Source: an optimization exercise on an open RTL-to-GDS flow (aim: small area and a short achievable clock period). Production flows keep margins and buffers that such runs may drop. The RTL was checked by simulation tests, not by an equivalence proof against the original design.

<file path="flow/polarity.py">
#!/usr/bin/env python3
"""Remove inverters around full adders in a flat gate-level netlist.

An xor2/xnor2 cell can be swapped for the other to invert its output. A full adder is self-dual: FA(~a, ~b, ~c) = (~cout, ~sum). So a full-adder cell can be
"flipped" (fed the complements of its inputs, its outputs then carry the complements of
their old values) without changing the circuit's function. This script chooses which
full adders to flip so that as few inverters as possible are needed, then rewrites the
netlist: inverters that only feed cell pins are removed and re-created where needed.
Registers, ports and all other cells are untouched.

usage: polarity.py IN.v OUT.v
"""
import random
import re
import sys
from collections import defaultdict

INV = re.compile(r'sky130_fd_sc_hd__(clk)?inv_\d+$')
FA = re.compile(r'sky130_fd_sc_hd__fa_\d+$')
XO = re.compile(r'sky130_fd_sc_hd__x(n?)or2_(\d+)$')
OUTPINS = {'X', 'Y', 'Q', 'Q_N', 'SUM', 'COUT', 'HI', 'LO'}

src = open(sys.argv[1]).read()
m = re.search(r'\bmodule\b.*?;', src, re.S)
endm = src.rindex('endmodule')
body = src[m.end():endm]

# statements of the module body
stmts = [s for s in re.split(r';', body)]
cells = []    # dict(type, name, pins: [(pin, net)], idx)
other = []    # (idx, text)
ports = set()
for i, s in enumerate(stmts):
    t = s.strip()
    if not t:
        continue
    cm = re.match(r'(sky130_fd_sc_hd__\w+)\s+(\S+)\s*\((.*)\)\s*$', t, re.S)
    if cm:
        pins = [(p, n.strip()) for p, n in re.findall(r'\.(\w+)\(([^()]*)\)', cm.group(3))]
        cells.append({'type': cm.group(1), 'name': cm.group(2), 'pins': pins})
        continue
    pm = re.match(r'(input|output|inout)\s+(\[[^\]]*\]\s*)?(\S+)', t)
    if pm:
        ports.add(pm.group(3))
    other.append(t)

def base_name(net):
    return re.sub(r'\s*\[\d+\]$', '', net.strip())

driver = {}
loads = defaultdict(list)   # net -> [(cell index, pin index)]
for ci, c in enumerate(cells):
    for pi, (p, n) in enumerate(c['pins']):
        if p in OUTPINS:
            driver[n] = ci
        else:
            loads[n].append((ci, pi))
# nets read by assign statements or ports count as fixed loads
assign_rhs = set()
for t in other:
    am = re.match(r'assign\s+(.*?)\s*=\s*(.*)$', t, re.S)
    if am:
        for tok in re.findall(r'\\\S+|[A-Za-z_][\w$]*(?:\s*\[\d+\])?', am.group(2)):
            assign_rhs.add(tok.strip())

def is_port_net(n):
    return base_name(n) in ports

# removable inverters: output feeds only cell input pins, is no port, no assign source
removable = set()
for ci, c in enumerate(cells):
    if INV.match(c['type']):
        y = dict(c['pins'])['Y']
        if not is_port_net(y) and y not in assign_rhs and y in loads:
            removable.add(ci)

def resolve(net):
    """logical source of a net: (base net, polarity) through removable inverters"""
    pol = 0
    seen = 0
    while net in driver and driver[net] in removable and seen < 100:
        net = dict(cells[driver[net]]['pins'])['A']
        pol ^= 1
        seen += 1
    return net, pol

fas = [ci for ci, c in enumerate(cells) if FA.match(c['type'])]
xos = [ci for ci, c in enumerate(cells) if XO.match(c['type'])]
flip = defaultdict(int)

# load requirements: list of (cell index, pin index, base, pol)
reqs = []
for ci, c in enumerate(cells):
    if ci in removable:
        continue
    for pi, (p, n) in enumerate(c['pins']):
        if p in OUTPINS:
            continue
        b, pol = resolve(n)
        reqs.append((ci, pi, b, pol))
by_base = defaultdict(list)
by_cell = defaultdict(list)
for r in reqs:
    by_base[r[2]].append(r)
    by_cell[r[0]].append(r)

def phys(b):
    d = driver.get(b)
    return flip[d] if d is not None and (FA.match(cells[d]['type']) or XO.match(cells[d]['type'])) else 0

def need(r):
    ci, pi, b, pol = r
    want = pol ^ (flip[ci] if FA.match(cells[ci]['type']) else 0)
    return want ^ phys(b)

def base_cost(b):
    return 1 if any(need(r) for r in by_base[b]) else 0

def fa_bases(ci):
    bs = {r[2] for r in by_cell[ci]}
    for p, n in cells[ci]['pins']:
        if p in OUTPINS:
            bs.add(n)
    return bs

total0 = sum(base_cost(b) for b in by_base)
movable = fas + xos
rng = random.Random(1)
best = None
for trial in range(30):
    if trial:
        for ci in movable:
            flip[ci] = best[ci]
        # perturb the best solution a little, then descend again
        for ci in rng.sample(movable, max(1, len(movable) // 10)):
            flip[ci] ^= 1
    for sweep in range(200):
        changed = False
        order = list(movable)
        rng.shuffle(order)
        for ci in order:
            bs = fa_bases(ci)
            before = sum(base_cost(b) for b in bs)
            flip[ci] ^= 1
            after = sum(base_cost(b) for b in bs)
            if after < before:
                changed = True
            elif after == before and rng.random() < 0.3 and sweep < 150:
                pass
            else:
                flip[ci] ^= 1
        if not changed and sweep >= 150:
            break
    cost = sum(base_cost(b) for b in by_base)
    if best is None or cost < best_cost:
        best, best_cost = {ci: flip[ci] for ci in movable}, cost
for ci in movable:
    flip[ci] = best[ci]
total1 = sum(base_cost(b) for b in by_base)

# rewrite
def esc(n):
    return n + ' ' if n.startswith('\\') else n

comp = {}
newcells = []
k = 0
for b in by_base:
    if base_cost(b):
        k += 1
        nn = f'polinv_n{k}'
        comp[b] = nn
        newcells.append(f'  sky130_fd_sc_hd__inv_1 polinv_{k} (\n    .A({esc(b)}),\n    .Y({nn})\n  );')
for r in reqs:
    ci, pi, b, pol = r
    p, _ = cells[ci]['pins'][pi]
    cells[ci]['pins'][pi] = (p, comp[b] if need(r) else b)

out = [src[:m.end()], '\n']
for t in other:
    out.append('  ' + t + ' ;\n')
for nn in comp.values():
    out.append(f'  wire {nn};\n')
for ci, c in enumerate(cells):
    if ci in removable:
        continue
    xm = XO.match(c['type'])
    if xm and flip[ci]:
        c['type'] = f"sky130_fd_sc_hd__{'xor2' if xm.group(1) else 'xnor2'}_{xm.group(2)}"
        # xor2 drives X, xnor2 drives Y
        c['pins'] = [({'X': 'Y', 'Y': 'X'}.get(p, p), n) for p, n in c['pins']]
    pins = ',\n'.join(f'    .{p}({esc(n)})' for p, n in c['pins'])
    out.append(f'  {c["type"]} {c["name"]} (\n{pins}\n  );\n')
out.append('\n'.join(newcells) + '\n')
out.append(src[endm:])
open(sys.argv[2], 'w').write(''.join(out))
print(f'polarity: {len(fas)} full adders, {sum(flip[c] for c in fas)} flipped, '
      f'{sum(flip[c] for c in xos)} of {len(xos)} xor/xnor swapped, inverters {len(removable)} removable -> {len(comp)} needed '
      f'(cost before {total0}, after {total1})', file=sys.stderr)
</file>
<file path="flow/params.sh">
BUFFER_PORTS_ARGS="-buffer_cell sky130_fd_sc_hd__buf_1"
SETUP_SLACK_MARGIN=6.0
POLARITY=1
</file>
<file path="standard.sh">
#!/bin/bash
# synth_recipe.tcl (not shown) runs the flow's synth.tcl, then flattens the netlist and writes it again
# the make line also repeats each setting of config.mk as NAME=value (left out here)
make -C /OpenROAD-flow-scripts/flow DESIGN_CONFIG=/design/flow/config.mk WORK_HOME=/design/flow/orfs CLKGATE_MAP_FILE= SYNTH_SCRIPT=/design/flow/synth_recipe.tcl "${@:-finish}"
</file>
<file path="config.mk">
export PLATFORM = sky130hd
export DESIGN_NAME = mul_pipe_single
export DESIGN_NICKNAME = mul_pipe_single
export VERILOG_FILES = /design/flow/design.v
export SDC_FILE = /design/flow/constraint.sdc
export NUM_CORES = 4
export LEC_CHECK = 0
export ABC_CLOCK_PERIOD_IN_PS = 4000
export CAP_MARGIN = 20
export CORE_MARGIN = 2
export CORE_UTILIZATION = 40
export CTS_BUF_LIST = sky130_fd_sc_hd__clkbuf_4 sky130_fd_sc_hd__clkbuf_8
export SLEW_MARGIN = 20
</file>
<file path="flow/run.sh">
#!/bin/bash
# Layout flow: the standard ORFS flow (standard.sh, unchanged synthesis), with
#  - after synthesis, flow/polarity.py flips full-adder cells (FA(~a,~b,~c) = ~FA(a,b,c))
#    so that fewer inverters are needed around them; registers are untouched
#  - port buffers made of plain buffers instead of the delay cells buffer_ports picks
set -euo pipefail
cd "$(dirname "$0")/.."
source flow/params.sh
export BUFFER_PORTS_ARGS
export SETUP_SLACK_MARGIN
R=orfs/results/sky130hd/mul_pipe_single/base
bash standard.sh synth > synth.log 2>&1
if [[ "${POLARITY:-1}" == 1 ]]; then
  cp $R/1_2_yosys.v $R/1_2_yosys.std.v
  python3 flow/polarity.py $R/1_2_yosys.std.v $R/1_2_yosys.v > polarity.log 2>&1
  rm -f $R/1_synth.odb
fi
bash standard.sh > standard.log 2>&1
</file>
<file path="design.v">
`timescale 1ns/1ps
module mul_pipe_single #(
  parameter XLEN    = 32,
  parameter RD_BITS = 5,
  parameter TAG_W   = 4
) (
  input  wire                 clk,
  input  wire                 rst,
  input  wire                 EX_mul,
  input  wire [XLEN-1:0]      EX_mul_a,
  input  wire [XLEN-1:0]      EX_mul_b,
  input  wire [RD_BITS-1:0]   EX_mul_rd,
  input  wire [TAG_W-1:0]     EX_mul_tag,
  input  wire                 MEM_we,     
  input  wire                 MEM_jlx,    
  output wire                 mul_result_valid,
  output wire [XLEN-1:0]      mul_result,
  output wire [RD_BITS-1:0]   mul_rd,           
  output wire [TAG_W-1:0]     mul_result_tag,   
  output wire                 mul_busy,
  output wire [RD_BITS-1:0]   mul_busy_rd,
  output wire [TAG_W-1:0]     mul_busy_tag,
  output wire                 mul_wb_conflict_stall,
  output wire                 mul_issue_stall
);
  reg  [2:0]         cnt;
  reg  [31:0]        a;
  reg  [31:0]        pbn;     
  reg  [3:0]         bo, bt;   
  reg  [23:0]        acc;
  reg  [RD_BITS-1:0] rd;
  reg  [TAG_W-1:0]   tag;
  wire idle  = (cnt == 3'd0);
  wire valid = (cnt == 3'd5);
  assign mul_busy         = !idle;
  assign mul_result_valid = valid;
  assign mul_result       = valid ? ~pbn : 32'd0;
  assign mul_rd           = valid ? rd  : {RD_BITS{1'b0}};
  assign mul_result_tag   = valid ? tag : {TAG_W{1'b0}};
  assign mul_busy_rd      = mul_rd;
  assign mul_busy_tag     = mul_result_tag;
  assign mul_wb_conflict_stall = valid && (MEM_we || MEM_jlx);
  assign mul_issue_stall       = EX_mul && !idle;
  wire [8:0] nw = idle ? {EX_mul_b[7:0], 1'b0} : ~pbn[15:7];
  wire [3:0] no, nt;
  wire [3:0] bn = ~{pbn[7], pbn[5], pbn[3], pbn[1]};
  genvar gj;
  generate
    for (gj = 0; gj < 4; gj = gj + 1) begin : g_booth
      assign no[gj] = nw[2*gj] ^ nw[2*gj+1];
      assign nt[gj] = (nw[2*gj+2] & ~nw[2*gj+1] & ~nw[2*gj]) | (~nw[2*gj+2] & nw[2*gj+1] & nw[2*gj]);
    end
  endgenerate
  wire [31:0] sa, sb, x;
  wire pp1;
  wire pp2;
  wire pp3;
  wire pp4;
  wire pp5;
  wire pp6;
  wire pp7;
  wire pp8;
  wire pp9;
  wire pp10;
  wire pp11;
  wire pp12;
  wire pp13;
  wire pp14;
  wire pp15;
  wire pp16;
  wire pp17;
  wire pp18;
  wire pp19;
  wire pp20;
  wire pp21;
  wire pp22;
  wire pp23;
  wire pp24;
  wire pp25;
  wire pp26;
  wire pp27;
  wire pp28;
  wire pp29;
  wire pp30;
  wire pp31;
  wire pp32;
  wire pp33;
  wire pp34;
  wire pp35;
  wire pp36;
  wire pp37;
  wire pp38;
  wire pp39;
  wire pp40;
  wire pp41;
  wire pp42;
  wire pp43;
  wire pp44;
  wire pp45;
  wire pp46;
  wire pp47;
  wire pp48;
  wire pp49;
  wire pp50;
  wire pp51;
  wire pp52;
  wire pp53;
  wire pp54;
  wire pp55;
  wire pp56;
  wire pp57;
  wire pp58;
  wire pp59;
  wire pp60;
  wire pp61;
  wire pp62;
  wire pp63;
  wire pp64;
  wire pp65;
  wire pp66;
  wire pp67;
  wire pp68;
  wire pp69;
  wire pp70;
  wire pp71;
  wire pp72;
  wire pp73;
  wire pp74;
  wire pp75;
  wire pp76;
  wire pp77;
  wire pp78;
  wire pp79;
  wire pp80;
  wire pp81;
  wire pp82;
  wire pp83;
  wire pp84;
  wire pp85;
  wire pp86;
  wire pp87;
  wire pp88;
  wire pp89;
  wire pp90;
  wire pp91;
  wire pp92;
  wire pp93;
  wire pp94;
  wire pp95;
  wire pp96;
  wire pp97;
  wire pp98;
  wire pp99;
  wire pp100;
  wire pp101;
  wire pp102;
  wire pp103;
  wire pp104;
  wire pp105;
  wire pp106;
  wire pp107;
  wire pp108;
  wire pp109;
  wire pp110;
  wire pp111;
  wire pp112;
  wire pp113;
  wire pp114;
  wire pp115;
  wire pp116;
  wire s117;
  wire c118;
  wire s119;
  wire c120;
  wire s121;
  wire c122;
  wire s123;
  wire c124;
  wire s125;
  wire c126;
  wire s127;
  wire c128;
  wire s129;
  wire c130;
  wire s131;
  wire c132;
  wire s133;
  wire c134;
  wire s135;
  wire c136;
  wire s137;
  wire c138;
  wire s139;
  wire c140;
  wire s141;
  wire c142;
  wire s143;
  wire c144;
  wire s145;
  wire c146;
  wire s147;
  wire c148;
  wire s149;
  wire c150;
  wire s151;
  wire c152;
  wire s153;
  wire c154;
  wire s155;
  wire c156;
  wire s157;
  wire c158;
  wire s159;
  wire c160;
  wire s161;
  wire c162;
  wire s163;
  wire c164;
  wire s165;
  wire c166;
  wire s167;
  wire c168;
  wire s169;
  wire c170;
  wire s171;
  wire c172;
  wire s173;
  wire c174;
  wire s175;
  wire c176;
  wire s177;
  wire c178;
  wire s179;
  wire c180;
  wire s181;
  wire c182;
  wire s183;
  wire c184;
  wire s185;
  wire c186;
  wire s187;
  wire c188;
  wire s189;
  wire c190;
  wire s191;
  wire c192;
  wire s193;
  wire c194;
  wire s195;
  wire c196;
  wire s197;
  wire c198;
  wire s199;
  wire c200;
  wire s201;
  wire c202;
  wire s203;
  wire c204;
  wire s205;
  wire c206;
  wire s207;
  wire c208;
  wire s209;
  wire c210;
  wire s211;
  wire c212;
  wire s213;
  wire c214;
  wire s215;
  wire c216;
  wire s217;
  wire c218;
  wire s219;
  wire c220;
  wire s221;
  wire c222;
  wire s223;
  wire c224;
  wire s225;
  wire c226;
  wire s227;
  wire c228;
  wire s229;
  wire c230;
  wire s231;
  wire c232;
  wire s233;
  wire c234;
  wire s235;
  wire c236;
  wire s237;
  wire c238;
  wire s239;
  wire c240;
  wire s241;
  wire c242;
  wire s243;
  wire c244;
  wire s245;
  wire c246;
  wire s247;
  wire c248;
  wire s249;
  wire c250;
  wire s251;
  wire c252;
  wire s253;
  wire c254;
  wire s255;
  wire c256;
  wire s257;
  wire c258;
  wire s259;
  wire c260;
  wire s261;
  wire c262;
  wire s263;
  wire c264;
  wire s265;
  wire c266;
  wire s267;
  wire c268;
  wire s269;
  wire c270;
  wire s271;
  wire c272;
  wire s273;
  wire c274;
  wire s275;
  wire c276;
  wire s277;
  wire c278;
  wire s279;
  wire c280;
  wire s281;
  wire c282;
  wire s283;
  wire c284;
  wire g285;
  wire p286;
  wire g287;
  wire p288;
  wire g289;
  wire p290;
  wire g291;
  wire p292;
  wire g293;
  wire p294;
  wire g295;
  wire p296;
  wire g297;
  wire p298;
  wire g299;
  wire p300;
  wire g301;
  wire p302;
  wire g303;
  wire p304;
  wire g305;
  wire p306;
  wire g307;
  wire p308;
  wire g309;
  wire p310;
  wire g311;
  wire p312;
  wire g313;
  wire p314;
  wire g315;
  wire p316;
  wire g317;
  wire p318;
  wire g319;
  wire p320;
  wire g321;
  wire p322;
  wire g323;
  wire p324;
  wire g325;
  wire p326;
  wire g327;
  wire p328;
  wire g329;
  wire p330;
  wire g331;
  wire p332;
  wire g333;
  wire p334;
  wire g335;
  wire p336;
  wire g337;
  wire p338;
  wire g339;
  wire p340;
  wire g341;
  wire p342;
  wire g343;
  wire p344;
  wire g345;
  wire p346;
  wire g347;
  wire p348;
  wire g349;
  wire g350;
  wire p351;
  wire g352;
  wire p353;
  wire g354;
  wire p355;
  wire g356;
  wire p357;
  wire g358;
  wire p359;
  wire g360;
  wire p361;
  wire g362;
  wire p363;
  wire g364;
  wire p365;
  wire g366;
  wire p367;
  wire g368;
  wire p369;
  wire g370;
  wire p371;
  wire g372;
  wire p373;
  wire g374;
  wire p375;
  wire g376;
  wire p377;
  wire g378;
  wire p379;
  wire g380;
  wire p381;
  wire g382;
  wire p383;
  wire g384;
  wire p385;
  wire g386;
  wire p387;
  wire g388;
  wire p389;
  wire g390;
  wire p391;
  wire g392;
  wire p393;
  wire g394;
  wire p395;
  wire g396;
  wire p397;
  wire g398;
  wire p399;
  wire g400;
  wire p401;
  wire g402;
  wire p403;
  wire g404;
  wire p405;
  wire g406;
  wire p407;
  wire g408;
  wire p409;
  wire g410;
  wire p411;
  wire g412;
  wire p413;
  wire g414;
  wire p415;
  wire g416;
  wire p417;
  wire g418;
  wire p419;
  wire g420;
  wire p421;
  wire g422;
  wire p423;
  wire g424;
  wire p425;
  wire g426;
  wire p427;
  wire g428;
  wire p429;
  wire g430;
  wire p431;
  wire g432;
  wire p433;
  wire g434;
  wire p435;
  wire g436;
  wire p437;
  wire g438;
  wire p439;
  wire g440;
  wire p441;
  wire g442;
  wire p443;
  wire g444;
  wire p445;
  wire g446;
  wire p447;
  wire g448;
  wire p449;
  wire g450;
  wire p451;
  wire g452;
  wire p453;
  wire g454;
  wire p455;
  wire g456;
  wire p457;
  wire g458;
  wire p459;
  wire g460;
  wire p461;
  wire g462;
  wire p463;
  wire g464;
  wire p465;
  wire g466;
  wire p467;
  wire g468;
  wire p469;
  wire g470;
  wire p471;
  wire g472;
  wire p473;
  wire g474;
  wire p475;
  wire g476;
  wire p477;
  wire g478;
  wire p479;
  wire g480;
  wire p481;
  wire g482;
  wire p483;
  wire g484;
  wire p485;
  wire g486;
  wire p487;
  wire g488;
  wire p489;
  wire g490;
  wire p491;
  wire g492;
  wire p493;
  wire g494;
  wire p495;
  wire g496;
  wire p497;
  wire g498;
  wire p499;
  wire g500;
  wire p501;
  wire g502;
  wire p503;
  wire g504;
  wire p505;
  wire g506;
  wire p507;
  wire g508;
  wire p509;
  assign pp1 = (bo[0] & a[0]) ^ bn[0];
  assign pp2 = ((bo[0] & a[1]) | (bt[0] & a[0])) ^ bn[0];
  assign pp3 = ((bo[0] & a[2]) | (bt[0] & a[1])) ^ bn[0];
  assign pp4 = ((bo[0] & a[3]) | (bt[0] & a[2])) ^ bn[0];
  assign pp5 = ((bo[0] & a[4]) | (bt[0] & a[3])) ^ bn[0];
  assign pp6 = ((bo[0] & a[5]) | (bt[0] & a[4])) ^ bn[0];
  assign pp7 = ((bo[0] & a[6]) | (bt[0] & a[5])) ^ bn[0];
  assign pp8 = ((bo[0] & a[7]) | (bt[0] & a[6])) ^ bn[0];
  assign pp9 = ((bo[0] & a[8]) | (bt[0] & a[7])) ^ bn[0];
  assign pp10 = ((bo[0] & a[9]) | (bt[0] & a[8])) ^ bn[0];
  assign pp11 = ((bo[0] & a[10]) | (bt[0] & a[9])) ^ bn[0];
  assign pp12 = ((bo[0] & a[11]) | (bt[0] & a[10])) ^ bn[0];
  assign pp13 = ((bo[0] & a[12]) | (bt[0] & a[11])) ^ bn[0];
  assign pp14 = ((bo[0] & a[13]) | (bt[0] & a[12])) ^ bn[0];
  assign pp15 = ((bo[0] & a[14]) | (bt[0] & a[13])) ^ bn[0];
  assign pp16 = ((bo[0] & a[15]) | (bt[0] & a[14])) ^ bn[0];
  assign pp17 = ((bo[0] & a[16]) | (bt[0] & a[15])) ^ bn[0];
  assign pp18 = ((bo[0] & a[17]) | (bt[0] & a[16])) ^ bn[0];
  assign pp19 = ((bo[0] & a[18]) | (bt[0] & a[17])) ^ bn[0];
  assign pp20 = ((bo[0] & a[19]) | (bt[0] & a[18])) ^ bn[0];
  assign pp21 = ((bo[0] & a[20]) | (bt[0] & a[19])) ^ bn[0];
  assign pp22 = ((bo[0] & a[21]) | (bt[0] & a[20])) ^ bn[0];
  assign pp23 = ((bo[0] & a[22]) | (bt[0] & a[21])) ^ bn[0];
  assign pp24 = ((bo[0] & a[23]) | (bt[0] & a[22])) ^ bn[0];
  assign pp25 = ((bo[0] & a[24]) | (bt[0] & a[23])) ^ bn[0];
  assign pp26 = ((bo[0] & a[25]) | (bt[0] & a[24])) ^ bn[0];
  assign pp27 = ((bo[0] & a[26]) | (bt[0] & a[25])) ^ bn[0];
  assign pp28 = ((bo[0] & a[27]) | (bt[0] & a[26])) ^ bn[0];
  assign pp29 = ((bo[0] & a[28]) | (bt[0] & a[27])) ^ bn[0];
  assign pp30 = ((bo[0] & a[29]) | (bt[0] & a[28])) ^ bn[0];
  assign pp31 = ((bo[0] & a[30]) | (bt[0] & a[29])) ^ bn[0];
  assign pp32 = ((bo[0] & a[31]) | (bt[0] & a[30])) ^ bn[0];
  assign pp33 = (bo[1] & a[0]) ^ bn[1];
  assign pp34 = ((bo[1] & a[1]) | (bt[1] & a[0])) ^ bn[1];
  assign pp35 = ((bo[1] & a[2]) | (bt[1] & a[1])) ^ bn[1];
  assign pp36 = ((bo[1] & a[3]) | (bt[1] & a[2])) ^ bn[1];
  assign pp37 = ((bo[1] & a[4]) | (bt[1] & a[3])) ^ bn[1];
  assign pp38 = ((bo[1] & a[5]) | (bt[1] & a[4])) ^ bn[1];
  assign pp39 = ((bo[1] & a[6]) | (bt[1] & a[5])) ^ bn[1];
  assign pp40 = ((bo[1] & a[7]) | (bt[1] & a[6])) ^ bn[1];
  assign pp41 = ((bo[1] & a[8]) | (bt[1] & a[7])) ^ bn[1];
  assign pp42 = ((bo[1] & a[9]) | (bt[1] & a[8])) ^ bn[1];
  assign pp43 = ((bo[1] & a[10]) | (bt[1] & a[9])) ^ bn[1];
  assign pp44 = ((bo[1] & a[11]) | (bt[1] & a[10])) ^ bn[1];
  assign pp45 = ((bo[1] & a[12]) | (bt[1] & a[11])) ^ bn[1];
  assign pp46 = ((bo[1] & a[13]) | (bt[1] & a[12])) ^ bn[1];
  assign pp47 = ((bo[1] & a[14]) | (bt[1] & a[13])) ^ bn[1];
  assign pp48 = ((bo[1] & a[15]) | (bt[1] & a[14])) ^ bn[1];
  assign pp49 = ((bo[1] & a[16]) | (bt[1] & a[15])) ^ bn[1];
  assign pp50 = ((bo[1] & a[17]) | (bt[1] & a[16])) ^ bn[1];
  assign pp51 = ((bo[1] & a[18]) | (bt[1] & a[17])) ^ bn[1];
  assign pp52 = ((bo[1] & a[19]) | (bt[1] & a[18])) ^ bn[1];
  assign pp53 = ((bo[1] & a[20]) | (bt[1] & a[19])) ^ bn[1];
  assign pp54 = ((bo[1] & a[21]) | (bt[1] & a[20])) ^ bn[1];
  assign pp55 = ((bo[1] & a[22]) | (bt[1] & a[21])) ^ bn[1];
  assign pp56 = ((bo[1] & a[23]) | (bt[1] & a[22])) ^ bn[1];
  assign pp57 = ((bo[1] & a[24]) | (bt[1] & a[23])) ^ bn[1];
  assign pp58 = ((bo[1] & a[25]) | (bt[1] & a[24])) ^ bn[1];
  assign pp59 = ((bo[1] & a[26]) | (bt[1] & a[25])) ^ bn[1];
  assign pp60 = ((bo[1] & a[27]) | (bt[1] & a[26])) ^ bn[1];
  assign pp61 = ((bo[1] & a[28]) | (bt[1] & a[27])) ^ bn[1];
  assign pp62 = ((bo[1] & a[29]) | (bt[1] & a[28])) ^ bn[1];
  assign pp63 = (bo[2] & a[0]) ^ bn[2];
  assign pp64 = ((bo[2] & a[1]) | (bt[2] & a[0])) ^ bn[2];
  assign pp65 = ((bo[2] & a[2]) | (bt[2] & a[1])) ^ bn[2];
  assign pp66 = ((bo[2] & a[3]) | (bt[2] & a[2])) ^ bn[2];
  assign pp67 = ((bo[2] & a[4]) | (bt[2] & a[3])) ^ bn[2];
  assign pp68 = ((bo[2] & a[5]) | (bt[2] & a[4])) ^ bn[2];
  assign pp69 = ((bo[2] & a[6]) | (bt[2] & a[5])) ^ bn[2];
  assign pp70 = ((bo[2] & a[7]) | (bt[2] & a[6])) ^ bn[2];
  assign pp71 = ((bo[2] & a[8]) | (bt[2] & a[7])) ^ bn[2];
  assign pp72 = ((bo[2] & a[9]) | (bt[2] & a[8])) ^ bn[2];
  assign pp73 = ((bo[2] & a[10]) | (bt[2] & a[9])) ^ bn[2];
  assign pp74 = ((bo[2] & a[11]) | (bt[2] & a[10])) ^ bn[2];
  assign pp75 = ((bo[2] & a[12]) | (bt[2] & a[11])) ^ bn[2];
  assign pp76 = ((bo[2] & a[13]) | (bt[2] & a[12])) ^ bn[2];
  assign pp77 = ((bo[2] & a[14]) | (bt[2] & a[13])) ^ bn[2];
  assign pp78 = ((bo[2] & a[15]) | (bt[2] & a[14])) ^ bn[2];
  assign pp79 = ((bo[2] & a[16]) | (bt[2] & a[15])) ^ bn[2];
  assign pp80 = ((bo[2] & a[17]) | (bt[2] & a[16])) ^ bn[2];
  assign pp81 = ((bo[2] & a[18]) | (bt[2] & a[17])) ^ bn[2];
  assign pp82 = ((bo[2] & a[19]) | (bt[2] & a[18])) ^ bn[2];
  assign pp83 = ((bo[2] & a[20]) | (bt[2] & a[19])) ^ bn[2];
  assign pp84 = ((bo[2] & a[21]) | (bt[2] & a[20])) ^ bn[2];
  assign pp85 = ((bo[2] & a[22]) | (bt[2] & a[21])) ^ bn[2];
  assign pp86 = ((bo[2] & a[23]) | (bt[2] & a[22])) ^ bn[2];
  assign pp87 = ((bo[2] & a[24]) | (bt[2] & a[23])) ^ bn[2];
  assign pp88 = ((bo[2] & a[25]) | (bt[2] & a[24])) ^ bn[2];
  assign pp89 = ((bo[2] & a[26]) | (bt[2] & a[25])) ^ bn[2];
  assign pp90 = ((bo[2] & a[27]) | (bt[2] & a[26])) ^ bn[2];
  assign pp91 = (bo[3] & a[0]) ^ bn[3];
  assign pp92 = ((bo[3] & a[1]) | (bt[3] & a[0])) ^ bn[3];
  assign pp93 = ((bo[3] & a[2]) | (bt[3] & a[1])) ^ bn[3];
  assign pp94 = ((bo[3] & a[3]) | (bt[3] & a[2])) ^ bn[3];
  assign pp95 = ((bo[3] & a[4]) | (bt[3] & a[3])) ^ bn[3];
  assign pp96 = ((bo[3] & a[5]) | (bt[3] & a[4])) ^ bn[3];
  assign pp97 = ((bo[3] & a[6]) | (bt[3] & a[5])) ^ bn[3];
  assign pp98 = ((bo[3] & a[7]) | (bt[3] & a[6])) ^ bn[3];
  assign pp99 = ((bo[3] & a[8]) | (bt[3] & a[7])) ^ bn[3];
  assign pp100 = ((bo[3] & a[9]) | (bt[3] & a[8])) ^ bn[3];
  assign pp101 = ((bo[3] & a[10]) | (bt[3] & a[9])) ^ bn[3];
  assign pp102 = ((bo[3] & a[11]) | (bt[3] & a[10])) ^ bn[3];
  assign pp103 = ((bo[3] & a[12]) | (bt[3] & a[11])) ^ bn[3];
  assign pp104 = ((bo[3] & a[13]) | (bt[3] & a[12])) ^ bn[3];
  assign pp105 = ((bo[3] & a[14]) | (bt[3] & a[13])) ^ bn[3];
  assign pp106 = ((bo[3] & a[15]) | (bt[3] & a[14])) ^ bn[3];
  assign pp107 = ((bo[3] & a[16]) | (bt[3] & a[15])) ^ bn[3];
  assign pp108 = ((bo[3] & a[17]) | (bt[3] & a[16])) ^ bn[3];
  assign pp109 = ((bo[3] & a[18]) | (bt[3] & a[17])) ^ bn[3];
  assign pp110 = ((bo[3] & a[19]) | (bt[3] & a[18])) ^ bn[3];
  assign pp111 = ((bo[3] & a[20]) | (bt[3] & a[19])) ^ bn[3];
  assign pp112 = ((bo[3] & a[21]) | (bt[3] & a[20])) ^ bn[3];
  assign pp113 = ((bo[3] & a[22]) | (bt[3] & a[21])) ^ bn[3];
  assign pp114 = ((bo[3] & a[23]) | (bt[3] & a[22])) ^ bn[3];
  assign pp115 = ((bo[3] & a[24]) | (bt[3] & a[23])) ^ bn[3];
  assign pp116 = ((bo[3] & a[25]) | (bt[3] & a[24])) ^ bn[3];
  assign s117 = acc[4] ^ pp5 ^ pp35;
  assign c118 = (acc[4] & pp5) | (acc[4] & pp35) | (pp5 & pp35);
  assign s119 = acc[5] ^ pp6 ^ pp36;
  assign c120 = (acc[5] & pp6) | (acc[5] & pp36) | (pp6 & pp36);
  assign s121 = acc[6] ^ pp7 ^ pp37;
  assign c122 = (acc[6] & pp7) | (acc[6] & pp37) | (pp7 & pp37);
  assign s123 = pp65 ^ pp91 ^ bn[3];
  assign c124 = (pp65 & pp91) | (pp65 & bn[3]) | (pp91 & bn[3]);
  assign s125 = acc[7] ^ pp8 ^ pp38;
  assign c126 = (acc[7] & pp8) | (acc[7] & pp38) | (pp8 & pp38);
  assign s127 = pp66 ^ pp92 ^ s125;
  assign c128 = (pp66 & pp92) | (pp66 & s125) | (pp92 & s125);
  assign s129 = acc[8] ^ pp9 ^ pp39;
  assign c130 = (acc[8] & pp9) | (acc[8] & pp39) | (pp9 & pp39);
  assign s131 = pp67 ^ pp93 ^ s129;
  assign c132 = (pp67 & pp93) | (pp67 & s129) | (pp93 & s129);
  assign s133 = acc[9] ^ pp10 ^ pp40;
  assign c134 = (acc[9] & pp10) | (acc[9] & pp40) | (pp10 & pp40);
  assign s135 = pp68 ^ pp94 ^ s133;
  assign c136 = (pp68 & pp94) | (pp68 & s133) | (pp94 & s133);
  assign s137 = acc[10] ^ pp11 ^ pp41;
  assign c138 = (acc[10] & pp11) | (acc[10] & pp41) | (pp11 & pp41);
  assign s139 = pp69 ^ pp95 ^ s137;
  assign c140 = (pp69 & pp95) | (pp69 & s137) | (pp95 & s137);
  assign s141 = acc[11] ^ pp12 ^ pp42;
  assign c142 = (acc[11] & pp12) | (acc[11] & pp42) | (pp12 & pp42);
  assign s143 = pp70 ^ pp96 ^ s141;
  assign c144 = (pp70 & pp96) | (pp70 & s141) | (pp96 & s141);
  assign s145 = acc[12] ^ pp13 ^ pp43;
  assign c146 = (acc[12] & pp13) | (acc[12] & pp43) | (pp13 & pp43);
  assign s147 = pp71 ^ pp97 ^ s145;
  assign c148 = (pp71 & pp97) | (pp71 & s145) | (pp97 & s145);
  assign s149 = acc[13] ^ pp14 ^ pp44;
  assign c150 = (acc[13] & pp14) | (acc[13] & pp44) | (pp14 & pp44);
  assign s151 = pp72 ^ pp98 ^ s149;
  assign c152 = (pp72 & pp98) | (pp72 & s149) | (pp98 & s149);
  assign s153 = acc[14] ^ pp15 ^ pp45;
  assign c154 = (acc[14] & pp15) | (acc[14] & pp45) | (pp15 & pp45);
  assign s155 = pp73 ^ pp99 ^ s153;
  assign c156 = (pp73 & pp99) | (pp73 & s153) | (pp99 & s153);
  assign s157 = acc[15] ^ pp16 ^ pp46;
  assign c158 = (acc[15] & pp16) | (acc[15] & pp46) | (pp16 & pp46);
  assign s159 = pp74 ^ pp100 ^ s157;
  assign c160 = (pp74 & pp100) | (pp74 & s157) | (pp100 & s157);
  assign s161 = acc[16] ^ pp17 ^ pp47;
  assign c162 = (acc[16] & pp17) | (acc[16] & pp47) | (pp17 & pp47);
  assign s163 = pp75 ^ pp101 ^ s161;
  assign c164 = (pp75 & pp101) | (pp75 & s161) | (pp101 & s161);
  assign s165 = acc[17] ^ pp18 ^ pp48;
  assign c166 = (acc[17] & pp18) | (acc[17] & pp48) | (pp18 & pp48);
  assign s167 = pp76 ^ pp102 ^ s165;
  assign c168 = (pp76 & pp102) | (pp76 & s165) | (pp102 & s165);
  assign s169 = acc[18] ^ pp19 ^ pp49;
  assign c170 = (acc[18] & pp19) | (acc[18] & pp49) | (pp19 & pp49);
  assign s171 = pp77 ^ pp103 ^ s169;
  assign c172 = (pp77 & pp103) | (pp77 & s169) | (pp103 & s169);
  assign s173 = acc[19] ^ pp20 ^ pp50;
  assign c174 = (acc[19] & pp20) | (acc[19] & pp50) | (pp20 & pp50);
  assign s175 = pp78 ^ pp104 ^ s173;
  assign c176 = (pp78 & pp104) | (pp78 & s173) | (pp104 & s173);
  assign s177 = acc[20] ^ pp21 ^ pp51;
  assign c178 = (acc[20] & pp21) | (acc[20] & pp51) | (pp21 & pp51);
  assign s179 = pp79 ^ pp105 ^ s177;
  assign c180 = (pp79 & pp105) | (pp79 & s177) | (pp105 & s177);
  assign s181 = acc[21] ^ pp22 ^ pp52;
  assign c182 = (acc[21] & pp22) | (acc[21] & pp52) | (pp22 & pp52);
  assign s183 = pp80 ^ pp106 ^ s181;
  assign c184 = (pp80 & pp106) | (pp80 & s181) | (pp106 & s181);
  assign s185 = acc[22] ^ pp23 ^ pp53;
  assign c186 = (acc[22] & pp23) | (acc[22] & pp53) | (pp23 & pp53);
  assign s187 = pp81 ^ pp107 ^ s185;
  assign c188 = (pp81 & pp107) | (pp81 & s185) | (pp107 & s185);
  assign s189 = acc[23] ^ pp24 ^ pp54;
  assign c190 = (acc[23] & pp24) | (acc[23] & pp54) | (pp24 & pp54);
  assign s191 = pp82 ^ pp108 ^ s189;
  assign c192 = (pp82 & pp108) | (pp82 & s189) | (pp108 & s189);
  assign s193 = pp25 ^ pp55 ^ pp83;
  assign c194 = (pp25 & pp55) | (pp25 & pp83) | (pp55 & pp83);
  assign s195 = pp26 ^ pp56 ^ pp84;
  assign c196 = (pp26 & pp56) | (pp26 & pp84) | (pp56 & pp84);
  assign s197 = pp27 ^ pp57 ^ pp85;
  assign c198 = (pp27 & pp57) | (pp27 & pp85) | (pp57 & pp85);
  assign s199 = pp28 ^ pp58 ^ pp86;
  assign c200 = (pp28 & pp58) | (pp28 & pp86) | (pp58 & pp86);
  assign s201 = pp29 ^ pp59 ^ pp87;
  assign c202 = (pp29 & pp59) | (pp29 & pp87) | (pp59 & pp87);
  assign s203 = pp30 ^ pp60 ^ pp88;
  assign c204 = (pp30 & pp60) | (pp30 & pp88) | (pp60 & pp88);
  assign s205 = pp31 ^ pp61 ^ pp89;
  assign c206 = (pp31 & pp61) | (pp31 & pp89) | (pp61 & pp89);
  assign s207 = pp32 ^ pp62 ^ pp90;
  assign c208 = (pp32 & pp62) | (pp32 & pp90) | (pp62 & pp90);
  assign s209 = acc[2] ^ pp3 ^ pp33;
  assign c210 = (acc[2] & pp3) | (acc[2] & pp33) | (pp3 & pp33);
  assign s211 = acc[3] ^ pp4 ^ pp34;
  assign c212 = (acc[3] & pp4) | (acc[3] & pp34) | (pp4 & pp34);
  assign s213 = pp63 ^ bn[2] ^ s117;
  assign c214 = (pp63 & bn[2]) | (pp63 & s117) | (bn[2] & s117);
  assign s215 = pp64 ^ s119 ^ c118;
  assign c216 = (pp64 & s119) | (pp64 & c118) | (s119 & c118);
  assign s217 = s121 ^ s123 ^ c120;
  assign c218 = (s121 & s123) | (s121 & c120) | (s123 & c120);
  assign s219 = s127 ^ c122 ^ c124;
  assign c220 = (s127 & c122) | (s127 & c124) | (c122 & c124);
  assign s221 = s131 ^ c126 ^ c128;
  assign c222 = (s131 & c126) | (s131 & c128) | (c126 & c128);
  assign s223 = s135 ^ c130 ^ c132;
  assign c224 = (s135 & c130) | (s135 & c132) | (c130 & c132);
  assign s225 = s139 ^ c134 ^ c136;
  assign c226 = (s139 & c134) | (s139 & c136) | (c134 & c136);
  assign s227 = s143 ^ c138 ^ c140;
  assign c228 = (s143 & c138) | (s143 & c140) | (c138 & c140);
  assign s229 = s147 ^ c142 ^ c144;
  assign c230 = (s147 & c142) | (s147 & c144) | (c142 & c144);
  assign s231 = s151 ^ c146 ^ c148;
  assign c232 = (s151 & c146) | (s151 & c148) | (c146 & c148);
  assign s233 = s155 ^ c150 ^ c152;
  assign c234 = (s155 & c150) | (s155 & c152) | (c150 & c152);
  assign s235 = s159 ^ c154 ^ c156;
  assign c236 = (s159 & c154) | (s159 & c156) | (c154 & c156);
  assign s237 = s163 ^ c158 ^ c160;
  assign c238 = (s163 & c158) | (s163 & c160) | (c158 & c160);
  assign s239 = s167 ^ c162 ^ c164;
  assign c240 = (s167 & c162) | (s167 & c164) | (c162 & c164);
  assign s241 = s171 ^ c166 ^ c168;
  assign c242 = (s171 & c166) | (s171 & c168) | (c166 & c168);
  assign s243 = s175 ^ c170 ^ c172;
  assign c244 = (s175 & c170) | (s175 & c172) | (c170 & c172);
  assign s245 = s179 ^ c174 ^ c176;
  assign c246 = (s179 & c174) | (s179 & c176) | (c174 & c176);
  assign s247 = s183 ^ c178 ^ c180;
  assign c248 = (s183 & c178) | (s183 & c180) | (c178 & c180);
  assign s249 = s187 ^ c182 ^ c184;
  assign c250 = (s187 & c182) | (s187 & c184) | (c182 & c184);
  assign s251 = s191 ^ c186 ^ c188;
  assign c252 = (s191 & c186) | (s191 & c188) | (c186 & c188);
  assign s253 = pp109 ^ s193 ^ c190;
  assign c254 = (pp109 & s193) | (pp109 & c190) | (s193 & c190);
  assign s255 = pp110 ^ s195 ^ c194;
  assign c256 = (pp110 & s195) | (pp110 & c194) | (s195 & c194);
  assign s257 = pp111 ^ s197 ^ c196;
  assign c258 = (pp111 & s197) | (pp111 & c196) | (s197 & c196);
  assign s259 = pp112 ^ s199 ^ c198;
  assign c260 = (pp112 & s199) | (pp112 & c198) | (s199 & c198);
  assign s261 = pp113 ^ s201 ^ c200;
  assign c262 = (pp113 & s201) | (pp113 & c200) | (s201 & c200);
  assign s263 = pp114 ^ s203 ^ c202;
  assign c264 = (pp114 & s203) | (pp114 & c202) | (s203 & c202);
  assign s265 = pp115 ^ s205 ^ c204;
  assign c266 = (pp115 & s205) | (pp115 & c204) | (s205 & c204);
  assign s267 = pp116 ^ s207 ^ c206;
  assign c268 = (pp116 & s207) | (pp116 & c206) | (s207 & c206);
  assign s269 = c192 ^ s253 ^ c252;
  assign c270 = (c192 & s253) | (c192 & c252) | (s253 & c252);
  assign s271 = s255 ^ c254;
  assign c272 = s255 & c254;
  assign s273 = s257 ^ c256;
  assign c274 = s257 & c256;
  assign s275 = s259 ^ c258;
  assign c276 = s259 & c258;
  assign s277 = s261 ^ c260;
  assign c278 = s261 & c260;
  assign s279 = s263 ^ c262;
  assign c280 = s263 & c262;
  assign s281 = s265 ^ c264;
  assign c282 = s265 & c264;
  assign s283 = s267 ^ c266;
  assign c284 = s267 & c266;
  assign sa = {s283, s281, s279, s277, s275, s273, s271, s269, s251, s249, s247, s245, s243, s241, s239, s237, s235, s233, s231, s229, s227, s225, s223, s221, s219, s217, s215, s213, s211, bn[1], acc[1], acc[0]};
  assign sb = {c282, c280, c278, c276, c274, c272, c270, 1'b0, c250, c248, c246, c244, c242, c240, c238, c236, c234, c232, c230, c228, c226, c224, c222, c220, c218, c216, c214, c212, c210, s209, pp2, pp1};
  assign g285 = (sa[0] & sb[0]);
  assign p286 = (sa[0] ^ sb[0]);
  assign g287 = (sa[1] & sb[1]);
  assign p288 = (sa[1] ^ sb[1]);
  assign g289 = (sa[2] & sb[2]);
  assign p290 = (sa[2] ^ sb[2]);
  assign g291 = (sa[3] & sb[3]);
  assign p292 = (sa[3] ^ sb[3]);
  assign g293 = (sa[4] & sb[4]);
  assign p294 = (sa[4] ^ sb[4]);
  assign g295 = (sa[5] & sb[5]);
  assign p296 = (sa[5] ^ sb[5]);
  assign g297 = (sa[6] & sb[6]);
  assign p298 = (sa[6] ^ sb[6]);
  assign g299 = (sa[7] & sb[7]);
  assign p300 = (sa[7] ^ sb[7]);
  assign g301 = (sa[8] & sb[8]);
  assign p302 = (sa[8] ^ sb[8]);
  assign g303 = (sa[9] & sb[9]);
  assign p304 = (sa[9] ^ sb[9]);
  assign g305 = (sa[10] & sb[10]);
  assign p306 = (sa[10] ^ sb[10]);
  assign g307 = (sa[11] & sb[11]);
  assign p308 = (sa[11] ^ sb[11]);
  assign g309 = (sa[12] & sb[12]);
  assign p310 = (sa[12] ^ sb[12]);
  assign g311 = (sa[13] & sb[13]);
  assign p312 = (sa[13] ^ sb[13]);
  assign g313 = (sa[14] & sb[14]);
  assign p314 = (sa[14] ^ sb[14]);
  assign g315 = (sa[15] & sb[15]);
  assign p316 = (sa[15] ^ sb[15]);
  assign g317 = (sa[16] & sb[16]);
  assign p318 = (sa[16] ^ sb[16]);
  assign g319 = (sa[17] & sb[17]);
  assign p320 = (sa[17] ^ sb[17]);
  assign g321 = (sa[18] & sb[18]);
  assign p322 = (sa[18] ^ sb[18]);
  assign g323 = (sa[19] & sb[19]);
  assign p324 = (sa[19] ^ sb[19]);
  assign g325 = (sa[20] & sb[20]);
  assign p326 = (sa[20] ^ sb[20]);
  assign g327 = (sa[21] & sb[21]);
  assign p328 = (sa[21] ^ sb[21]);
  assign g329 = (sa[22] & sb[22]);
  assign p330 = (sa[22] ^ sb[22]);
  assign g331 = (sa[23] & sb[23]);
  assign p332 = (sa[23] ^ sb[23]);
  assign g333 = (sa[24] & sb[24]);
  assign p334 = (sa[24] ^ sb[24]);
  assign g335 = (sa[25] & sb[25]);
  assign p336 = (sa[25] ^ sb[25]);
  assign g337 = (sa[26] & sb[26]);
  assign p338 = (sa[26] ^ sb[26]);
  assign g339 = (sa[27] & sb[27]);
  assign p340 = (sa[27] ^ sb[27]);
  assign g341 = (sa[28] & sb[28]);
  assign p342 = (sa[28] ^ sb[28]);
  assign g343 = (sa[29] & sb[29]);
  assign p344 = (sa[29] ^ sb[29]);
  assign g345 = (sa[30] & sb[30]);
  assign p346 = (sa[30] ^ sb[30]);
  assign g347 = (sa[31] & sb[31]);
  assign p348 = (sa[31] ^ sb[31]);
  assign g349 = g285 | (p286 & bn[0]);
  assign g350 = g287 | (p288 & g349);
  assign p351 = p288 & p286;
  assign g352 = g291 | (p292 & g289);
  assign p353 = p292 & p290;
  assign g354 = g295 | (p296 & g293);
  assign p355 = p296 & p294;
  assign g356 = g299 | (p300 & g297);
  assign p357 = p300 & p298;
  assign g358 = g303 | (p304 & g301);
  assign p359 = p304 & p302;
  assign g360 = g307 | (p308 & g305);
  assign p361 = p308 & p306;
  assign g362 = g311 | (p312 & g309);
  assign p363 = p312 & p310;
  assign g364 = g315 | (p316 & g313);
  assign p365 = p316 & p314;
  assign g366 = g319 | (p320 & g317);
  assign p367 = p320 & p318;
  assign g368 = g323 | (p324 & g321);
  assign p369 = p324 & p322;
  assign g370 = g327 | (p328 & g325);
  assign p371 = p328 & p326;
  assign g372 = g331 | (p332 & g329);
  assign p373 = p332 & p330;
  assign g374 = g335 | (p336 & g333);
  assign p375 = p336 & p334;
  assign g376 = g339 | (p340 & g337);
  assign p377 = p340 & p338;
  assign g378 = g343 | (p344 & g341);
  assign p379 = p344 & p342;
  assign g380 = g347 | (p348 & g345);
  assign p381 = p348 & p346;
  assign g382 = g289 | (p290 & g350);
  assign p383 = p290 & p351;
  assign g384 = g352 | (p353 & g350);
  assign p385 = p353 & p351;
  assign g386 = g297 | (p298 & g354);
  assign p387 = p298 & p355;
  assign g388 = g356 | (p357 & g354);
  assign p389 = p357 & p355;
  assign g390 = g305 | (p306 & g358);
  assign p391 = p306 & p359;
  assign g392 = g360 | (p361 & g358);
  assign p393 = p361 & p359;
  assign g394 = g313 | (p314 & g362);
  assign p395 = p314 & p363;
  assign g396 = g364 | (p365 & g362);
  assign p397 = p365 & p363;
  assign g398 = g321 | (p322 & g366);
  assign p399 = p322 & p367;
  assign g400 = g368 | (p369 & g366);
  assign p401 = p369 & p367;
  assign g402 = g329 | (p330 & g370);
  assign p403 = p330 & p371;
  assign g404 = g372 | (p373 & g370);
  assign p405 = p373 & p371;
  assign g406 = g337 | (p338 & g374);
  assign p407 = p338 & p375;
  assign g408 = g376 | (p377 & g374);
  assign p409 = p377 & p375;
  assign g410 = g345 | (p346 & g378);
  assign p411 = p346 & p379;
  assign g412 = g380 | (p381 & g378);
  assign p413 = p381 & p379;
  assign g414 = g293 | (p294 & g384);
  assign p415 = p294 & p385;
  assign g416 = g354 | (p355 & g384);
  assign p417 = p355 & p385;
  assign g418 = g386 | (p387 & g384);
  assign p419 = p387 & p385;
  assign g420 = g388 | (p389 & g384);
  assign p421 = p389 & p385;
  assign g422 = g309 | (p310 & g392);
  assign p423 = p310 & p393;
  assign g424 = g362 | (p363 & g392);
  assign p425 = p363 & p393;
  assign g426 = g394 | (p395 & g392);
  assign p427 = p395 & p393;
  assign g428 = g396 | (p397 & g392);
  assign p429 = p397 & p393;
  assign g430 = g325 | (p326 & g400);
  assign p431 = p326 & p401;
  assign g432 = g370 | (p371 & g400);
  assign p433 = p371 & p401;
  assign g434 = g402 | (p403 & g400);
  assign p435 = p403 & p401;
  assign g436 = g404 | (p405 & g400);
  assign p437 = p405 & p401;
  assign g438 = g341 | (p342 & g408);
  assign p439 = p342 & p409;
  assign g440 = g378 | (p379 & g408);
  assign p441 = p379 & p409;
  assign g442 = g410 | (p411 & g408);
  assign p443 = p411 & p409;
  assign g444 = g412 | (p413 & g408);
  assign p445 = p413 & p409;
  assign g446 = g301 | (p302 & g420);
  assign p447 = p302 & p421;
  assign g448 = g358 | (p359 & g420);
  assign p449 = p359 & p421;
  assign g450 = g390 | (p391 & g420);
  assign p451 = p391 & p421;
  assign g452 = g392 | (p393 & g420);
  assign p453 = p393 & p421;
  assign g454 = g422 | (p423 & g420);
  assign p455 = p423 & p421;
  assign g456 = g424 | (p425 & g420);
  assign p457 = p425 & p421;
  assign g458 = g426 | (p427 & g420);
  assign p459 = p427 & p421;
  assign g460 = g428 | (p429 & g420);
  assign p461 = p429 & p421;
  assign g462 = g333 | (p334 & g436);
  assign p463 = p334 & p437;
  assign g464 = g374 | (p375 & g436);
  assign p465 = p375 & p437;
  assign g466 = g406 | (p407 & g436);
  assign p467 = p407 & p437;
  assign g468 = g408 | (p409 & g436);
  assign p469 = p409 & p437;
  assign g470 = g438 | (p439 & g436);
  assign p471 = p439 & p437;
  assign g472 = g440 | (p441 & g436);
  assign p473 = p441 & p437;
  assign g474 = g442 | (p443 & g436);
  assign p475 = p443 & p437;
  assign g476 = g444 | (p445 & g436);
  assign p477 = p445 & p437;
  assign g478 = g317 | (p318 & g460);
  assign p479 = p318 & p461;
  assign g480 = g366 | (p367 & g460);
  assign p481 = p367 & p461;
  assign g482 = g398 | (p399 & g460);
  assign p483 = p399 & p461;
  assign g484 = g400 | (p401 & g460);
  assign p485 = p401 & p461;
  assign g486 = g430 | (p431 & g460);
  assign p487 = p431 & p461;
  assign g488 = g432 | (p433 & g460);
  assign p489 = p433 & p461;
  assign g490 = g434 | (p435 & g460);
  assign p491 = p435 & p461;
  assign g492 = g436 | (p437 & g460);
  assign p493 = p437 & p461;
  assign g494 = g462 | (p463 & g460);
  assign p495 = p463 & p461;
  assign g496 = g464 | (p465 & g460);
  assign p497 = p465 & p461;
  assign g498 = g466 | (p467 & g460);
  assign p499 = p467 & p461;
  assign g500 = g468 | (p469 & g460);
  assign p501 = p469 & p461;
  assign g502 = g470 | (p471 & g460);
  assign p503 = p471 & p461;
  assign g504 = g472 | (p473 & g460);
  assign p505 = p473 & p461;
  assign g506 = g474 | (p475 & g460);
  assign p507 = p475 & p461;
  assign g508 = g476 | (p477 & g460);
  assign p509 = p477 & p461;
  assign x[0] = p286 ^ bn[0];
  assign x[1] = p288 ^ g349;
  assign x[2] = p290 ^ g350;
  assign x[3] = p292 ^ g382;
  assign x[4] = p294 ^ g384;
  assign x[5] = p296 ^ g414;
  assign x[6] = p298 ^ g416;
  assign x[7] = p300 ^ g418;
  assign x[8] = p302 ^ g420;
  assign x[9] = p304 ^ g446;
  assign x[10] = p306 ^ g448;
  assign x[11] = p308 ^ g450;
  assign x[12] = p310 ^ g452;
  assign x[13] = p312 ^ g454;
  assign x[14] = p314 ^ g456;
  assign x[15] = p316 ^ g458;
  assign x[16] = p318 ^ g460;
  assign x[17] = p320 ^ g478;
  assign x[18] = p322 ^ g480;
  assign x[19] = p324 ^ g482;
  assign x[20] = p326 ^ g484;
  assign x[21] = p328 ^ g486;
  assign x[22] = p330 ^ g488;
  assign x[23] = p332 ^ g490;
  assign x[24] = p334 ^ g492;
  assign x[25] = p336 ^ g494;
  assign x[26] = p338 ^ g496;
  assign x[27] = p340 ^ g498;
  assign x[28] = p342 ^ g500;
  assign x[29] = p344 ^ g502;
  assign x[30] = p346 ^ g504;
  assign x[31] = p348 ^ g506;
  always @(posedge clk) begin
    if (rst) cnt <= 3'd0;
    else if (idle) cnt <= EX_mul ? 3'd1 : 3'd0;
    else if (valid) cnt <= 3'd0;
    else cnt <= cnt + 3'd1;
    bo <= no;
    bt <= nt;
    if (idle) begin
      a     <= EX_mul_a;
      pbn   <= ~EX_mul_b;
      rd    <= EX_mul_rd;
      tag   <= EX_mul_tag;
      acc   <= 24'd0;
    end else begin
      pbn   <= {~x[7:0], pbn[31:8]};
      acc   <= x[31:8];
    end
  end
endmodule
</file>
<file path="constraint.sdc">
create_clock -name core_clock -period 10.0 [get_ports {clk}]
set_input_delay 2.0000 -clock core_clock [delete_from_list [all_inputs] [get_ports {clk}]]
set_output_delay 2.0000 -clock core_clock [all_outputs]
set_load 0.01 [all_outputs]
</file>
==> results of run 1 <==
## layer usage
layer / track usage / part of all wire / vias to the layer above
li1: - / - / 3146
met1: 0.275 / 0.45 / 3255
met2: 0.335 / 0.49 / 183
met3: 0.0264 / 0.047 / 28
met4: 0.0443 / 0.014 / 0
met5: 0 / 0 / -
## flip-flops by register name, indices dropped and copies added (netlist names)
name / cells
cnt: 3
bo: 4
acc: 24
rd: 5
pbn: 32
tag: 4
a: 32
bt: 4
## metrics by stage
step / instances / hold slack, ns
6_report: 1244 / 0.477
2_1_floorplan: 844 / 0.426
5_1_grt: 1244 / 0.504
3_5_place_dp: 1176 / 0.452
4_1_cts: 1223 / 0.483
3_3_place_gp: 1176 / 0.447
## worst max-delay path: cells and delay by family (launching register included)
family	cells	cell delay (ns)
AND/OR/NAND/NOR	1	0.07
AO/OA/AOI/OAI	7	1.43
adder cells (fa/ha/maj)	4	1.87
buffers and inverters	1	0.20
XOR/XNOR	1	0.23
flip-flops	1	0.56
## layout by cell type, fill, tap and decap left out, types with 3 or more instances in the layout
master	n
nand3_1	4
buf_12	3
nor2_1	58
nand2b_1	5
and3_1	10
a21o_1	9
xnor2_2	12
buf_1	126
nor3_1	5
dfxtp_1	63
xor2_1	98
a22oi_1	93
nor3_2	3
xnor2_1	30
o21a_1	3
buf_4	54
inv_1	24
o21ai_1	3
buf_6	12
a21oi_1	16
nand4_1	3
a211oi_1	3
fa_1	71
clkbuf_8	10
ha_1	23
edfxtp_1	41
a22oi_2	19
ha_2	4
mux2i_1	7
ha_4	10
o21ai_0	34
nand2_1	48
fa_2	7
o211ai_1	3
## repair_timing
action                                  CTS  global route
pin swaps                                25            33
buffers inserted                         31            21
hold buffers                              0             0
gates resized for setup                  32            58
endpoints found under the setup margin   58            33
## final timing paths
check / to / slack, ns / depth (start not counted)
worst min-delay path: pbn[17] / 0.48 / 2
worst min register to register: pbn[17] / 0.48 / 2
worst max register to register: acc[21] / 5.49 / 14
worst max-delay path: acc[21] / 5.49 / 14
## layout make-up
class | count | area share
Multi-Input combinational cell | 623 | 0.580
Clock inverter | 6 | 0.00656
Inverter | 26 | 0.00984
Sequential cell | 108 | 0.251
Timing Repair Buffer | 196 | 0.106
Clock buffer | 10 | 0.0134
Tap cell | 275 | 0.0334
==> summary.txt, run 1 <==
Outcome
  • Outcome: no timing/DRC/antenna violations

Die
  • Row count: 53
  • Initial core utilization: 0.407
  • Core Footprint: 21000 um^2
  • I/O Pins: between 100 and 150
  • Die area: roughly 23000 um^2
  • Width of the die: ~150 um
  • DIE HEIGHT: about 150 um

Final layout
  • Multi-input logic area: approximately 6000 um^2
  • Ant. Diodes: 0
  • Fillers: 1995
  • Final Core Density: 0.491
  • Layout Nets: ~1200
  • Layout area overhead: 20.6%
  • Final Cell Area: approximately 10000 um^2
  • Layout cell share with drive strength beyond 1: 0.178
  • Register Area: 2580 um^2

STA
  • Max-slew headroom: 0.430
  • Setup TNS: 0 ns
  • Period utilization: 0.451
  • RSZ-0062 raised after global routing: true
  • Final hold violation count: 0
  • Max-slew violations: 0
  • Fin Clk Skew: roughly 0.018 ns
  • Fmax: 222 MHz
  • Final setup fails: 0
  • Min Tclk post-route: 4.51 ns
  • Fin worst setup slack: between 5 and 6 ns
  • Worst Max-Slew Pin Slew: 0.855 ns

Global route
  • Antenna violations before repair: 0
  • GRT overflow: 0
  • Vias in the first global route: about 6400
  • GRT Total Usage: 0.199
  • First-pass GRT wire length: 34.7 mm
  • Pin count of the biggest net entering global routing: 78

Route
  • Drt drc: 0
  • Detail Route Antenna Nets: 0
  • Initial DRC Count: ~620
  • Via count: approximately 6600
  • Drt first pass iters: 5
  • Routed len/inst: roughly 18 um
  • Vias/cell: approximately 5.3
  • Total Wirelength: approximately 22 mm

Worst setup path
  • Critical Path RT: about 10 ns
  • Critical path launch point type: register
  • CP startpoint: a[14]
  • Worst path slowest cell: edfxtp_1
  • Critical Path Sink Type: register
  • WP data arrival: approximately 4.8 ns
  • Reg-to-Reg Start: a[14]
  • Critical-path cell list: a22oi_1 -> xor2_1 -> fa_1 -> fa_1 -> fa_1 -> ha_2 -> a21o_1 -> a31oi_2 -> o22ai_4 -> a2111oi_4 -> buf_4 -> o31ai_4 -> a211oi_2 -> nor3_1
  • Largest stage delay, worst path: approximately 0.56 ns
  • CP dominant cell by count: fa_1
  • Crit-path max FO: 8
  • Crit Path Class: register to register

Clock network
  • Clk Latency, worst-skew pair: 0.40 ns
  • H-tree levels: 3
  • Root buffer cell: clkbuf_8
  • TritonCTS Buffers: 9
  • Maximum clock insertion buffer count: 2
  • CTS tree: done
  • Clock transition at path regs: 0.12 ns
  • CTS sink cnt: about 110

Placement
  • I/O Buffers: roughly 130
  • DPL Wire Length: ~15 mm
  • Placed Area: 9210 um^2
  • Place WS: just under 5 ns
  • Placer congestion estimate: 0.834

Logic synthesis
  • Synthesized area per cell: approximately 10 um^2
  • Mapped Area: approximately 8500 um^2
  • Synthesized instance count: 844
  • Synthesized Nets: a little over 1000
  • Ys Warns: 1

Hold path
  • Hold path start: pbn[25]
  • Min-delay worst type: register to register

Run
  • Max Cap Violations: 0
==> run 2, diff against run 1 <==
--- a/config.mk
+++ b/config.mk
@@ -7,3 +7,2 @@
 export LEC_CHECK = 0
-export ABC_CLOCK_PERIOD_IN_PS = 4000
 export CAP_MARGIN = 20
@@ -11,3 +10,2 @@
 export CORE_UTILIZATION = 40
-export CTS_BUF_LIST = sky130_fd_sc_hd__clkbuf_4 sky130_fd_sc_hd__clkbuf_8
 export SLEW_MARGIN = 20
==> run 2 against run 1 <==
Still clean on timing, DRC and antenna. Critical path type unchanged. Design area up 0.56%. Non-clock buffer count unchanged. Clock skew decreased by 0.0073 ns. Synthesized area unchanged. Synthesized cell count stayed put. Largest cell class unchanged. Critical path depth did not move. Maximum frequency fell by 0.57%. Via count rose by 0.29%. Clock-buffer cell count unchanged. First-iteration DRC count shrank 5.4%.
==> summary.txt, run 2 <==
Worst setup path
  • Reg-to-reg slack, setup: 5.47 ns (was 5.49 ns)
  • Crit Path Class: register to register (unchanged)
  • WP data arrival: 4.75 ns (was 4.76 ns)
  • Critical Path RT: 10.22 ns (was 10.25 ns)
  • Critical path launch point type: register (unchanged)
  • Crit-path max FO: 6 (was 8)
  • Worst reg-to-reg path cell count: 14 (unchanged)
  • Reg-to-Reg Start: a[10] (was a[14])
  • Reg2reg end: acc[21] (unchanged)
  • Critical Path Sink Type: register (unchanged)

Route
  • Detail Route Antenna Nets: 0 (unchanged)
  • Drt drc: 0 (unchanged)
  • Routed len/inst: 18.0 um (was 17.9 um)
  • Total Wirelength: 22.4 mm (was 22.2 mm)
  • Via count: 6631 (was 6612)
  • Vias/cell: 5.33 (was 5.32)
  • Initial DRC Count: 590 (was 624)
  • Drt first pass iters: 6 (was 5)

Logic synthesis
  • Synthesized Nets: 1037 (unchanged)
  • Synthesized instance count: 844 (unchanged)
  • Mapped Area: 8540 um^2 (unchanged)
  • Synthesized area per cell: 10.1 um^2 (unchanged)
  • Ys Warns: 1 (unchanged)

STA
  • Final setup fails: 0 (unchanged)
  • Max-slew violations: 0 (unchanged)
  • Fin worst setup slack: 5.47 ns (was 5.49 ns)
  • RSZ-0062 raised after global routing: true (unchanged)
  • Period utilization: 0.453 (was 0.451)
  • Fmax: 221 MHz (was 222 MHz)
  • Fin Clk Skew: 0.0109 ns (was 0.0182 ns)
  • Max-slew headroom: 0.426 (was 0.430)
  • Final hold violation count: 0 (unchanged)
  • Setup TNS: 0 ns (unchanged)
  • Worst Max-Slew Pin Slew: 0.861 ns (was 0.855 ns)
  • Min Tclk post-route: 4.53 ns (was 4.51 ns)

Final layout
  • Layout cell share with drive strength beyond 1: 0.169 (was 0.178)
  • Final Cell Area: 10400 um^2 (was 10300 um^2)
  • Layout Nets: 1157 (unchanged)
  • Ant. Diodes: 0 (unchanged)
  • Layout area overhead: 21.2% (was 20.6%)
  • Most frequent cells in the layout: buf_1 (126), xor2_1 (97), a22oi_1 (95) (was buf_1 (126), xor2_1 (98), a22oi_1 (93))
  • Final Core Density: 0.494 (was 0.491)
  • Biggest regs: a (32), pbn (32), acc (24) (unchanged)
  • Commonest non-fill, non-tap cell in the layout: buf_1 (unchanged)

Die
  • DIE HEIGHT: 150 um (unchanged)
  • Die area: 22500 um^2 (unchanged)
  • Initial core utilization: 0.407 (unchanged)
  • I/O Pins: 132 (unchanged)
  • Width of the die: 150 um (unchanged)
  • Core Footprint: 21000 um^2 (unchanged)
  • Row count: 53 (unchanged)

Clock network
  • Clock transition at path regs: 0.08 ns (was 0.12 ns)
  • CTS tree: done (unchanged)
  • TritonCTS Buffers: 9 (unchanged)
  • Maximum clock insertion buffer count: 2 (unchanged)
  • Clk Latency, worst-skew pair: 0.37 ns (was 0.40 ns)
  • Root buffer cell: clkbuf_16 (was clkbuf_8)
  • CTS sink cnt: 108 (unchanged)
  • H-tree levels: 3 (unchanged)
  • Hold buffers post-CTS: 0 (unchanged)

Global route
  • Antenna violations before repair: 0 (unchanged)
  • First-pass GRT wire length: 34.9 mm (was 34.7 mm)
  • Vias in the first global route: 6476 (was 6409)
  • GRT Total Usage: 0.201 (was 0.199)
  • Pin count of the biggest net entering global routing: 78 (unchanged)
  • GRT overflow: 0 (unchanged)

Run
  • Max Cap Violations: 0 (unchanged)

Hold path
  • Worst hold stages: 2 (unchanged)
  • Hold path start: pbn[25] (unchanged)
  • Min-delay worst type: register to register (unchanged)
  • Hold Crit Endpoint: pbn[17] (unchanged)

Placement
  • Place WS: 4.84 ns (unchanged)
  • I/O Buffers: 131 (unchanged)
  • DPL Wire Length: 14.9 mm (unchanged)
  • Placer congestion estimate: 0.834 (unchanged)
  • Placed Area: 9210 um^2 (unchanged)

Outcome
  • Outcome: no timing/DRC/antenna violations (unchanged)
-- run 2: how the worst max path moves through the flow --
stage,start,end,cells after the start
after floorplan,bo[1],acc[22],15
after global placement,pbn[3],acc[22],14
after detailed placement,pbn[3],acc[22],14
after CTS,a[7],acc[21],14
after global routing,a[10],acc[21],14
final,a[10],acc[21],14
-- run 2: through the flow --
step / cells / hold WS [ns]
2_1_floorplan: 844 / 0.426
6_report: 1244 / 0.468
5_1_grt: 1244 / 0.496
3_3_place_gp: 1176 / 0.447
4_1_cts: 1225 / 0.473
3_5_place_dp: 1176 / 0.452
-- run 2: timing repair --
action	CTS	global route
setup buffers	33	19
endpoints found under the setup margin	58	25
pin swaps	25	24
hold endpoints to repair	0	0
resized for setup	32	50
-- run 2: area by class of cell --
class,count,area (um^2)
inverter,26,101
fill,1993,10600
clock buffer,10,239
timing repair buffer,196,1090
multi-input combinational,623,5930
clock inverter,6,67.6
tap,275,344
sequential,108,2580
-- run 2: worst max-delay path, cell delays in order (launching register included) --
cell	delay, ns
edfxtp_1	0.53
a22oi_2	0.24
xor2_1	0.19
fa_1	0.46
fa_1	0.47
fa_1	0.60
ha_4	0.24
and2_1	0.15
a221o_1	0.33
a22o_4	0.30
a2111oi_4	0.30
buf_4	0.21
o31ai_4	0.09
a211oi_2	0.19
nor3_1	0.07
-- run 2: layer usage --
layer,GRT usage,up-vias,wire [um]
li1,-,3143,-
met1,0.273,3271,9910
met2,0.338,191,11000
met3,0.0309,26,1180
met4,0.0476,0,304
met5,0,-,0

-- what the ideal ports hide --
No port has a modelled driver above. Below, the same layouts with a new extraction and two added sets of constraints. Step 1 sets driving cells, clkbuf_16 on the clock port and buf_2 on the other inputs (assumed; they add their load-dependent delay and slew). Step 2 moves the port delays by t, midway between the first and last clock arrival at a register: inputs arrive t later, outputs are due t later. That takes back most of the time a late clock gives input paths. a / b / c = ideal ports / drivers / drivers and shift; a / b = the first two.
| run | t, ns | setup WS [ns] | hold slack, ns | cell pins on the clock port's net |
|---|---|---|---|---|
| run 1 | 0.432 | 5.492 / 5.492 / 5.492 | 0.477 / 0.477 / 0.477 | 1 |
| run 2 | 0.404 | 5.466 / 5.466 / 5.466 | 0.468 / 0.468 / 0.468 | 1 |
After both steps setup and hold are still met in every run listed.
